What follows belongs to an exercise in optimizing a design on an open flow for small area, a short achievable clock period and few clock cycles per item; a production flow would make more cautious choices. Function was checked by simulation only, so behaviour that the tests miss may differ from the original.

willow:
==> flow/design.v (excerpt) <==
module net_4_8_12_16_16_1_10 (clk, reset, input_valid, input_ready, input_data, output_valid, output_ready, output_data);
For scale: ~1200 flip-flops, ~38 I/O pins, roughly 89000 µm² of cells after synthesis.
clock: 10.0 ns
lec_check: 0
abc_area: 1
cap_margin: 20
core_margin: 2
core_utilization: 55
setup_slack_margin: 5
slew_margin: 20
standard.sh (not shown) runs the stock make flow with config.mk's settings and CLKGATE_MAP_FILE= SYNTH_SCRIPT=/design/flow/synth_recipe.tcl, a recipe that flattens the netlist after the stock synthesis.
==> flow/flow/run.sh <==
#!/bin/bash
set -euo pipefail
bash standard.sh SETUP_SLACK_MARGIN=6 finish > flow_make.log 2>&1
Testbench counts of willow, summed over its fixed seeds: cycles 3,328, items 192.
For juniper, these inputs were changed with respect to willow:
- swapping 20 for 0 in CAP_MARGIN
- swapping 20 for 0 in SLEW_MARGIN
[summary]
Per the final summary, juniper finished and its layout is clean on timing, DRC and antenna. Number of antenna repair diodes: higher on willow. Between willow and juniper, the buffering overhead figures differ only marginally. For fraction of standard cell area that is sequential, willow and juniper come out practically identical. Diff willow -> juniper: final worst slack now sits lower, final worst hold slack was more or less identical, met1 track demand over resource up 0.23 points.
The following lists how tundra was set up differently from juniper:
- changing CAP_MARGIN from 0 to 20
- setting ABC_CLOCK_PERIOD_IN_PS to 4000 for the first time
- changing SLEW_MARGIN from 0 to 20
- removing ABC_AREA (formerly 1)
## What came out
- Lower design area goes to tundra over juniper.
- Relative to juniper, tundra improves die area.
- Higher post-placement setup slack among tundra and juniper: juniper
- tundra vs. juniper: worst setup margin went up 0.032 ns, core utilization now larger, compound-gate portion of the synthesized area higher, chip height has decreased.
- Number of vias in the routed layout: tundra vs juniper down 10900
- a2_qm[7]$_SDFFCE_PP1N_ as the capturing element of the worst setup path was reported by tundra, and h2[2][13]$_DFFE_PP_ by juniper.
[inputs] yarrow vs tundra
- TNS_END_PERCENT now 100, previously not set
- GPL_ROUTABILITY_DRIVEN now 0, previously not set
- GPL_TIMING_DRIVEN now 1, previously not set
- ABC_AREA now 1, previously not set
- ABC_CLOCK_PERIOD_IN_PS no longer set, was 4000
## What came out
yarrow closes out successfully: all stages finished, all timing, DRC and antenna checks passed. | remaining max-slew budget at the tightest pin | lower: yarrow |. Compared with tundra, yarrow shows a lower data required time of the critical path. For tundra, the highest layer used for signal routing was met5, unlike yarrow, where it was met4. Multiplexer fraction of the synthesized cell area (yarrow over tundra): decrease, 2.0 points. reg2reg as the category of the most critical setup path was reported by tundra, and reg2out by yarrow. The maximum frequency number comes out higher for yarrow vs tundra. For the adder and majority gate portion of the synthesized area, yarrow came in 1.1 points lower than tundra did.
## Diff of input files: violet against yarrow
- clearing ABC_AREA, which used to be 1
- putting ABC_CLOCK_PERIOD_IN_PS at 4000 where nothing was set
- clearing GPL_TIMING_DRIVEN, which used to be 1
- clearing TNS_END_PERCENT, which used to be 100
- clearing GPL_ROUTABILITY_DRIVEN, which used to be 0
==> flow/flow/run.sh <==
#!/bin/bash
set -euo pipefail
bash standard.sh SETUP_SLACK_MARGIN=5.7 finish > flow_make.log 2>&1
Notes after the runs:
violet gives less final instance area than yarrow did. Changes observed in violet relative to yarrow: wire length of the first global-routing pass decreased about 12%, portion of the clock cycle consumed by the worst path in the final layout went up by 3.1 points, cell count after placement went down about 20%. Cell count: violet lower than yarrow. Side by side, arithmetic-cell share of the synthesized area counting full adders, half adders and majority gates turned out higher in violet than in yarrow.

---

net_4_8_12_16_16_1_10, a different RTL version from the one above (not shown whole).
Size in the first run: roughly 8,100 cells after synthesis, ~1,200 flip-flops, roughly 38 I/O pins.
Settings: LEC_CHECK=0, ABC_CLOCK_PERIOD_IN_PS=2500, CAP_MARGIN=20, CORE_MARGIN=2, CORE_UTILIZATION=40, SETUP_SLACK_MARGIN=5, SLEW_MARGIN=20; clock period 10.0 ns.
run.sh (not shown) runs the stock make flow with config.mk's settings and CLKGATE_MAP_FILE= SYNTH_SCRIPT=/design/flow/synth_recipe.tcl, a recipe that flattens the netlist after the stock synthesis.
Stock flow here: none of the scripts above is used.
Testbench counts at the start, summed over its fixed seeds: cycles 3,352, items 192.
Edit:
ABC_CLOCK_PERIOD_IN_PS = 4000   (was 2500)
=> Non-clock buffer count is unchanged; worst setup slack stays the same; worst hold slack stays the same; synthesized area is unchanged.
Edit:
==> flow/flow/run.sh (new file) <==
#!/bin/bash
set -euo pipefail
bash standard.sh SETUP_SLACK_MARGIN=7 finish > flow_make.log 2>&1
==> flow/standard.sh (new file) <==
#!/bin/bash
# synth_recipe.tcl (not shown) runs the flow's synth.tcl, then flattens the netlist and writes it again
# the make line also repeats each setting of config.mk as NAME=value (left out here)
make -C /OpenROAD-flow-scripts/flow DESIGN_CONFIG=/design/flow/config.mk WORK_HOME=/design/flow/orfs CLKGATE_MAP_FILE= SYNTH_SCRIPT=/design/flow/synth_recipe.tcl "${@:-finish}"
removed: flow/run.sh
The changed run produced a clean layout.
Routed wire length went up by 15%.
Core utilization went up by 8.0 points.
Hold slack barely changes.
Final cell count went up by 7.5%.
Setup slack improves by 0.63 ns.
Die area does not change.
Synthesized cell count stays the same.
Clock-buffer cell count went up by 2.
Edit:
==> flow/flow/run.sh (replaced) <==
#!/bin/bash
set -euo pipefail
bash standard.sh SETUP_SLACK_MARGIN=6 finish > flow_make.log 2>&1
Die area stays the same.
Routed wire length came out lower by about 10%.
Global-route usage came out lower by 1.7 points.
Utilization came out lower by 6.8 points.
Synthesized cell count is unchanged.

---

Another version of the RTL of net_4_8_12_16_16_1_10 (not shown whole).
Size in the first run: roughly 7900 cells after synthesis, ~38 I/O pins, about 84000 sq um of cells after synthesis.
==> flow/design.v (excerpt) <==
module net_4_8_12_16_16_1_10 (clk, reset, input_valid, input_ready, input_data, output_valid, output_ready, output_data);
input clk, reset, input_valid, output_ready;
input signed [15:0] input_data;
output logic signed [15:0] output_data;
output output_valid, input_ready;
function automatic logic [6:0] rom_a(input logic [3:0] c, input int j);
  logic [6:0] w;
  w = 7'd0;
  case (j)
    0: case (c)
      4'd0: w = 7'b1000010;   
      4'd1: w = 7'b1000001;   
      4'd2: w = 7'b1001001;   
      4'd3: w = 7'b0100010;   
      4'd4: w = 7'b0001010;   
      4'd5: w = 7'b0000000;   
      4'd6: w = 7'b0101010;   
      4'd7: w = 7'b0011010;   
      4'd8: w = 7'b0000010;   
      4'd9: w = 7'b0001000;   
      4'd10: w = 7'b0001001;   
      4'd11: w = 7'b0101010;   
      4'd12: w = 7'b0000001;   
      4'd13: w = 7'b0000010;   
      4'd14: w = 7'b0100010;   
      4'd15: w = 7'b1000010;   
      default: w = 7'd0;
    endcase
    1: case (c)
      4'd0: w = 7'b1101010;   
      4'd1: w = 7'b1111010;   
      4'd2: w = 7'b1110110;   
      4'd3: w = 7'b1100010;   
      4'd4: w = 7'b0001010;   
      4'd5: w = 7'b0101000;   
      4'd6: w = 7'b0010110;   
      4'd7: w = 7'b0101001;   
      4'd8: w = 7'b0001010;   
      4'd9: w = 7'b0101010;   
      4'd10: w = 7'b0000001;   
      4'd11: w = 7'b0000001;   
      4'd12: w = 7'b0100010;   
      4'd13: w = 7'b0000010;   
      4'd14: w = 7'b0010110;   
      4'd15: w = 7'b0000000;   
      default: w = 7'd0;
    endcase
    2: case (c)
      4'd0: w = 7'b0000000;   
      4'd1: w = 7'b1100100;   
      4'd2: w = 7'b1010110;   
      4'd3: w = 7'b1001010;   
      4'd4: w = 7'b1010110;   
      4'd5: w = 7'b0001010;   
      4'd6: w = 7'b0100010;   
      4'd7: w = 7'b0101010;   
      4'd8: w = 7'b0101010;   
      4'd9: w = 7'b0100100;   
      4'd10: w = 7'b0000001;   
      4'd11: w = 7'b0000000;   
      4'd12: w = 7'b0101010;   
      4'd13: w = 7'b0000001;   
      4'd14: w = 7'b0000000;   
      4'd15: w = 7'b0100001;   
      default: w = 7'd0;
    endcase
    3: case (c)
      4'd0: w = 7'b0111010;   
      4'd1: w = 7'b0010110;   
      4'd2: w = 7'b1110110;   
      4'd3: w = 7'b1001000;   
      4'd4: w = 7'b1010110;   
      4'd5: w = 7'b1001010;   
      4'd6: w = 7'b0101010;   
  ...
Settings: LEC_CHECK=0, ABC_CLOCK_PERIOD_IN_PS=4000, CAP_MARGIN=20, CORE_MARGIN=2, CORE_UTILIZATION=65, SETUP_SLACK_MARGIN=5, SLEW_MARGIN=20; clock period 10.0 ns.
standard.sh (not shown) runs the stock make flow with config.mk's settings and CLKGATE_MAP_FILE= SYNTH_SCRIPT=/design/flow/synth_recipe.tcl, a recipe that flattens the netlist after the stock synthesis.
==> flow/flow/run.sh <==
#!/bin/bash
set -euo pipefail
bash standard.sh SETUP_SLACK_MARGIN=6 finish > flow_make.log 2>&1
The first run produced a clean layout.
Testbench counts at the start, summed over its fixed seeds: cycles 3,352, items 192.
==> next run, changes <==
--- a/flow/config.mk
+++ b/flow/config.mk
@@ -11 +11 @@
-export CORE_UTILIZATION = 65
+export CORE_UTILIZATION = 55
Clock skew is lower by 0.012 ns.
Non-clock buffer count is lower by 1.
Wire length is higher by 3.6%.
Maximum frequency is higher by 1.0%.
Hold slack improves by 0.0054 ns.
Via count is lower by 1.6%.
Synthesized area stays the same.

==> afterwards: timing with drivers on the ports <==
How much do the figures lean on ideal ports? The routed layouts below were timed once more, with nothing changed but the port constraints.
Step 1 assumes that a clkbuf_16 drives the clock port and a buf_2 every other input.
Step 2, shift: input delay + t, output delay - t, t = (earliest + latest rising clock arrival at the registers) / 2. This alone moves slack from input paths to output paths.
Three values: no drivers, after step 1, after step 2; two values: the first two.
| run | shift t [ns] | setup slack, ns | hold WS [ns] | slew at the worst register clock pin (ns) | pins driven straight from the clock port |
|---|---|---|---|---|---|
| willow | 0.895 | 6.116 / 6.031 / 5.529 | 0.417 / 0.417 / 0.417 | 0.07 / 0.07 | 1 |
| juniper | 0.885 | 5.968 / 5.968 / 5.489 | 0.417 / 0.417 / 0.417 | 0.07 / 0.07 | 1 |
| tundra | 0.853 | 6.000 / 5.979 / 5.329 | 0.410 / 0.410 / 0.410 | 0.07 / 0.07 | 1 |
| yarrow | 0.864 | 6.056 / 5.969 / 5.509 | 0.415 / 0.415 / 0.415 | 0.07 / 0.07 | 1 |
| violet | 0.851 | 5.744 / 5.744 / 5.286 | 0.414 / 0.414 / 0.414 | 0.07 / 0.07 | 1 |
| the first run of note 2 | 0.873 | 5.207 / 5.174 / 4.399 | 0.414 / 0.414 / 0.414 | 0.07 / 0.07 | 1 |
| the second run of note 2 | 0.873 | 5.207 / 5.174 / 4.399 | 0.414 / 0.414 / 0.414 | 0.07 / 0.07 | 1 |
| the third run of note 2 | 0.887 | 5.836 / 5.740 / 5.935 | 0.413 / 0.413 / 0.413 | 0.07 / 0.07 | 1 |
| the fourth run of note 2 | 0.881 | 5.811 / 5.718 / 5.144 | 0.416 / 0.416 / 0.416 | 0.07 / 0.07 | 1 |
| the first run of note 3 | 0.887 | 6.026 / 5.978 / 5.341 | 0.411 / 0.411 / 0.411 | 0.07 / 0.07 | 1 |
| the second run of note 3 | 0.841 | 6.066 / 5.991 / 5.328 | 0.416 / 0.416 / 0.416 | 0.07 / 0.07 | 1 |
After both steps every run listed still meets setup and hold.
